This design comes from an exercise in tuning for small area and a short achievable clock period on the open sky130 flow, not from production work. RTL that was checked went through simulation tests only; none was proved equivalent to the original.

==> inputs of build 4 <==
## iir_cascaded_serial
module iir_cascaded_serial #(
    parameter DATA_WIDTH = 16,
    parameter COEFF_WIDTH = 16
) (
    input  wire                         clk,
    input  wire                         rst,
    input  wire signed [DATA_WIDTH-1:0] x_in,
    input  wire signed [COEFF_WIDTH-1:0] b0_1,
    input  wire signed [COEFF_WIDTH-1:0] b1_1,
    input  wire signed [COEFF_WIDTH-1:0] b2_1,
    input  wire signed [COEFF_WIDTH-1:0] a1_1,
    input  wire signed [COEFF_WIDTH-1:0] a2_1,
    input  wire signed [COEFF_WIDTH-1:0] b0_2,
    input  wire signed [COEFF_WIDTH-1:0] b1_2,
    input  wire signed [COEFF_WIDTH-1:0] b2_2,
    input  wire signed [COEFF_WIDTH-1:0] a1_2,
    input  wire signed [COEFF_WIDTH-1:0] a2_2,
    output wire signed [DATA_WIDTH-1:0] y_out
);
    wire [15:0] y1;
    iir_sec biquad1 (
        .clk(clk), .rst(rst), .u(x_in),
        .b0(b0_1), .b1(b1_1), .b2(b2_1), .a1(a1_1), .a2(a2_1),
        .y(y1)
    );
    iir_sec biquad2 (
        .clk(clk), .rst(rst), .u(y1),
        .b0(b0_2), .b1(b1_2), .b2(b2_2), .a1(a1_2), .a2(a2_2),
        .y(y_out)
    );
endmodule
export LEC_CHECK = 0
export CAP_MARGIN = 20
export CORE_MARGIN = 2
export CORE_UTILIZATION = 65
export CTS_BUF_LIST = sky130_fd_sc_hd__clkbuf_4 sky130_fd_sc_hd__clkbuf_8
export SLEW_MARGIN = 20
export TNS_END_PERCENT = 10
create_clock -name core_clock -period 17.0 [get_ports {clk}]
standard.sh (not shown) runs the stock make flow with config.mk's settings and CLKGATE_MAP_FILE= SYNTH_SCRIPT=/design/flow/synth_recipe.tcl, a recipe that flattens the netlist after the stock synthesis.
==> flow/flow/run.sh <==
#!/bin/bash
# Own flow: the standard layout (standard.sh) with these changes:
#  - synthesis script flow/synth.tcl: the standard synthesis with Yosys's early
#    "abc -fast" skipped and the final ABC mapping done by flow/abc.script
#    (same registers, names and cell types; only combinational mapping differs);
#  - repair_timing aims for 10 ns of setup slack (SETUP_SLACK_MARGIN=10), so the
#    resizer works on the design's real critical paths, not only on 17 ns;
#  - resizing may change a cell's footprint (MATCH_CELL_FOOTPRINT=0);
#  - ports are buffered with buf_4 (BUFFER_PORTS_ARGS) instead of the default cell.
# The clock period and constraints are the standard flow's (constraint.sdc, config.mk).
# make's full output goes to orfs_make.log; ORFS keeps each step's log under orfs/logs.
set -euo pipefail
W=$(pwd)
export FLOW_ABC_SCRIPT=$W/flow/abc.script
bash standard.sh SYNTH_SCRIPT=$W/flow/synth.tcl SETUP_SLACK_MARGIN=10 MATCH_CELL_FOOTPRINT=0 "BUFFER_PORTS_ARGS=-buffer_cell sky130_fd_sc_hd__buf_4" finish > $W/orfs_make.log 2>&1
==> flow/flow/abc.script <==
&get -n
&st
&dch
&nf
&put
==> flow/flow/synth.tcl <==
# Standard synthesis (synth_recipe.tcl) with two changes that touch only
# combinational logic: Yosys's early "abc -fast" is skipped so extract_fa sees
# the RTL's full adders as written, and the final ABC mapping uses
# flow/abc.script (one delay-oriented mapping with structural choices) instead
# of ORFS's speed script, which rewrites the XOR-heavy Booth logic into
# larger AND/OR logic.
proc synth {args} { yosys synth -nofsm -noshare -noabc {*}$args }
proc abc {args} {
  set i [lsearch $args -script]
  if {$i >= 0} { lset args [expr {$i+1}] $::env(FLOW_ABC_SCRIPT) }
  yosys abc {*}$args
}
source $::env(SCRIPTS_DIR)/synth.tcl
# left out here: clear keep_hierarchy, flatten, clean up, hide names made inside functions, write 1_2_yosys.v
==> build 32 (differences from build 4) <==
--- a/flow/design.v
+++ b/flow/design.v
@@ -2521,18 +2521,17 @@
   wire [31:0] sn_b = {fsc2492, fss2491, fss2471, fss2451, fss2427, fss2403, fss2375, fss2347, fss2315, fss2283, fss2247, fss2211, fss2171, fss2131, fss2087, fss2043, fss1997, fss1951, fss1905, fss1865, fss1825, fss1791, fss1757, fss1729, fss1701, fss1679, fss1657, fss1641, fss1625, fss1615, fss1605, fss1601};
   wire tn_x = fts1118;
   wire sn_x = fss2500;
   always @(posedge clk or posedge rst) begin
     if (rst) begin
-      X <= 16'd0; Tc <= 32'd0; Ts <= 32'd0; Wc <= 32'd0; Ws <= 32'd0; Tx <= 1'b0; Wx <= 1'b0;
+      X <= 16'd0; B2 <= 16'd0; A1 <= 16'd0; A2 <= 16'd0;
+      Tc <= 32'd0; Ts <= 32'd0; Wc <= 32'd0; Ws <= 32'd0; Tx <= 1'b0; Wx <= 1'b0;
     end else begin
-      X <= u; Tc <= tn_a; Ts <= tn_b; Wc <= sn_a; Ws <= sn_b; Tx <= tn_x; Wx <= sn_x;
+      X <= u; B2 <= b2; A1 <= a1; A2 <= a2;
+      Tc <= tn_a; Ts <= tn_b; Wc <= sn_a; Ws <= sn_b; Tx <= tn_x; Wx <= sn_x;
     end
   end
-  always @(posedge clk) begin
-    B2 <= b2; A1 <= a1; A2 <= a2;
-  end
 endmodule
 module iir_cascaded_serial #(
     parameter DATA_WIDTH = 16,
     parameter COEFF_WIDTH = 16
 ) (
- CTS_BUF_LIST: sky130_fd_sc_hd__clkbuf_4 sky130_fd_sc_hd__clkbuf_8 -> not set
- PLACE_DENSITY: not set -> 0.75
- TNS_END_PERCENT: 10 -> not set
==> build 27 (differences from build 4) <==
--- a/flow/design.v
+++ b/flow/design.v
@@ -2521,18 +2521,17 @@
   wire [31:0] sn_b = {fsc2492, fss2491, fss2471, fss2451, fss2427, fss2403, fss2375, fss2347, fss2315, fss2283, fss2247, fss2211, fss2171, fss2131, fss2087, fss2043, fss1997, fss1951, fss1905, fss1865, fss1825, fss1791, fss1757, fss1729, fss1701, fss1679, fss1657, fss1641, fss1625, fss1615, fss1605, fss1601};
   wire tn_x = fts1118;
   wire sn_x = fss2500;
   always @(posedge clk or posedge rst) begin
     if (rst) begin
-      X <= 16'd0; Tc <= 32'd0; Ts <= 32'd0; Wc <= 32'd0; Ws <= 32'd0; Tx <= 1'b0; Wx <= 1'b0;
+      X <= 16'd0; B2 <= 16'd0; A1 <= 16'd0; A2 <= 16'd0;
+      Tc <= 32'd0; Ts <= 32'd0; Wc <= 32'd0; Ws <= 32'd0; Tx <= 1'b0; Wx <= 1'b0;
     end else begin
-      X <= u; Tc <= tn_a; Ts <= tn_b; Wc <= sn_a; Ws <= sn_b; Tx <= tn_x; Wx <= sn_x;
+      X <= u; B2 <= b2; A1 <= a1; A2 <= a2;
+      Tc <= tn_a; Ts <= tn_b; Wc <= sn_a; Ws <= sn_b; Tx <= tn_x; Wx <= sn_x;
     end
   end
-  always @(posedge clk) begin
-    B2 <= b2; A1 <= a1; A2 <= a2;
-  end
 endmodule
 module iir_cascaded_serial #(
     parameter DATA_WIDTH = 16,
     parameter COEFF_WIDTH = 16
 ) (
- CTS_BUF_LIST: sky130_fd_sc_hd__clkbuf_4 sky130_fd_sc_hd__clkbuf_8 -> not set
- TNS_END_PERCENT: 10 -> not set
==> results.txt <==
Of build 32 and build 27, build 32 has the higher register-to-register slack (gap 0.03 ns).
The lowest final area belongs to build 4, the highest to build 27.
Via count: build 27 < build 4 < build 32.
Between build 32 and build 4, the lower worst setup slack is in build 4 (gap 0.082 ns).
Against build 32, the clock skew of build 4 is higher by 0.024 ns.
Area after synthesis: build 27 is higher than build 4 (about 0.7%).
Sequential share of layout area, lowest first: build 4, build 27, build 32.
Between build 27 and build 32, the lower utilization is in build 32 (gap 0.098 points).
Of build 4 and build 27, build 27 has the higher die area (gap 0.66%, measured against build 27).
==> figures <==
metric	build 27	build 4	build 32
Mux share of post-synthesis cell area	0.0621%	0.0625%	0.0621%
Netlist cell types	39	40	39
Tightest Pin Transition	1.05 ns	1.06 ns	1.08 ns
Endpoint with the worst hold slack	biquad2.Ts[1]	biquad2.Tc[2]	biquad2.Ts[1]
Maximum fanout encountered on the critical timing path	39	17	7
Critical Path End Type	flop	output port	output port
Antenna cell count	2	12	4
Met3 Usage GRT	15.1%	15.3%	13.8%
Run status	no timing/DRC/antenna violations	no timing/DRC/antenna violations	no timing/DRC/antenna violations
Detail-routed via count per cell	7.33	7.27	7.34
FF-to-FF Start	biquad2.Tc[13]	biquad1.Ts[0]	biquad2.Ts[0]
Overall die height	338 microns	337 microns	338 microns
Cell type with the highest occurrence count on the critical path	sky130_fd_sc_hd__xnor2_1	-	sky130_fd_sc_hd__buf_12
Area share of the leading cell type in the synthesized netlist	41.4%	41.7%	41.4%
GRT Total Usage	49.1%	49.6%	48.8%
First-pass GRT wire length	420,000 microns	414,000 microns	418,000 microns
No functional check of the RTL was part of build 4.

========
==> run A <==
iir_cascaded_serial, a different RTL version from the one above (not shown whole).
==> flow/config.mk <==
export PLATFORM = sky130hd
export DESIGN_NAME = iir_cascaded_serial
export DESIGN_NICKNAME = iir_cascaded_serial
export VERILOG_FILES = /design/flow/design.v
export SDC_FILE = /design/flow/constraint.sdc
export NUM_CORES = 4
export LEC_CHECK = 0
export CAP_MARGIN = 20
export CORE_MARGIN = 2
export CORE_UTILIZATION = 40
export SLEW_MARGIN = 20
==> flow/constraint.sdc <==
create_clock -name core_clock -period 17.0 [get_ports {clk}]
set_input_delay 3.4000 -clock core_clock [delete_from_list [all_inputs] [get_ports {clk}]]
set_output_delay 3.4000 -clock core_clock [all_outputs]
set_load 0.01 [all_outputs]
==> flow/flow/run.sh <==
#!/bin/bash
# Own flow: the standard layout (standard.sh) with the synthesis script
# replaced by flow/synth.tcl (same registers; different combinational mapping).
# make's full output goes to orfs_make.log; ORFS keeps each step's log under orfs/logs.
set -euo pipefail
W=$(pwd)
export FLOW_ABC_SCRIPT=$W/flow/abc.script
bash standard.sh SYNTH_SCRIPT=$W/flow/synth.tcl SETUP_SLACK_MARGIN=10 finish > $W/orfs_make.log 2>&1
Scripts as last shown in full above: flow/flow/abc.script, flow/flow/synth.tcl
==> run B: changes against run A <==
==> flow/run.sh (new file) <==
#!/bin/bash
# synth_recipe.tcl (not shown) runs the flow's synth.tcl, then flattens the netlist and writes it again
# the make line also repeats each setting of config.mk as NAME=value (left out here)
make -C /OpenROAD-flow-scripts/flow DESIGN_CONFIG=/design/flow/config.mk WORK_HOME=/design/flow/orfs CLKGATE_MAP_FILE= SYNTH_SCRIPT=/design/flow/synth_recipe.tcl finish
removed: flow/flow/run.sh
removed: flow/flow/abc.script
removed: flow/flow/synth.tcl
removed: flow/standard.sh
==> run D: changes against run A <==
--- a/flow/flow/run.sh
+++ b/flow/flow/run.sh
@@ -7,2 +7,2 @@
 export FLOW_ABC_SCRIPT=$W/flow/abc.script
-bash standard.sh SYNTH_SCRIPT=$W/flow/synth.tcl SETUP_SLACK_MARGIN=10 finish > $W/orfs_make.log 2>&1
+bash standard.sh SYNTH_SCRIPT=$W/flow/synth.tcl finish > $W/orfs_make.log 2>&1
==> reports/metrics.cfg <==
[run_status]
outcome=finished clean

[synth]
yosys-mux-area-fraction=0.001461

[global_routing]
met3_usage=0.06777

[timing]
period_share=0.5162

# the run above: run D

==> reports/metrics.cfg <==
[synth]
yosys-mux-area-fraction=0.007110

[global_routing]
met3_usage=0.04766

[timing]
period_share=0.5551

[run_status]
outcome=finished clean

# the run above: run B

==> reports/metrics.cfg <==
[run_status]
outcome=finished clean

[synth]
yosysMostFrequentCell=xnor2_1
yosys-mux-area-fraction=0.001461

[timing]
period_share=0.4337

# the run above: run A

==> static timing again, ports no longer ideal <==
The results above use ideal ports. As a check the final layouts listed here were re-extracted and re-timed, cells and wires unchanged. Step 1: set_driving_cell puts a clkbuf_16 on clk and a buf_2 on each other input, an assumption about the parent block. Step 2 moves the port delays by t, midway between the first and last clock arrival at a register: inputs arrive t later, outputs are due t later. That takes back most of the time a late clock gives input paths. Slacks: ideal ports / drivers / drivers and shift; pairs: ideal ports / drivers.
run	t, ns	slack for setup (ns)	hold WS [ns]	slew at the worst register clock pin (ns)	worst data-port slew with drivers (ns)
build 4	0.891	9.959 / 9.876 / 9.184	0.770 / 0.770 / 0.770	0.08 / 0.08	0.14
build 32	0.781	10.042 / 9.959 / 9.324	0.736 / 0.736 / 0.736	0.07 / 0.07	0.12
build 27	0.793	9.975 / 9.964 / 9.220	0.750 / 0.750 / 0.750	0.07 / 0.07	0.13
run A	0.824	9.626 / 9.626 / 8.945	0.714 / 0.714 / 0.714	0.08 / 0.08	0.07
run B	0.903	7.563 / 7.563 / 7.563	0.789 / 0.789 / 0.789	0.07 / 0.07	0.08
run D	0.809	8.225 / 8.225 / 8.225	0.629 / 0.629 / 0.629	0.07 / 0.07	0.07
After both steps setup and hold are still met in every run listed. For build 4, which loses most, drivers alone change the setup slack by -0.083 ns; drivers and shift together by -0.775 ns.
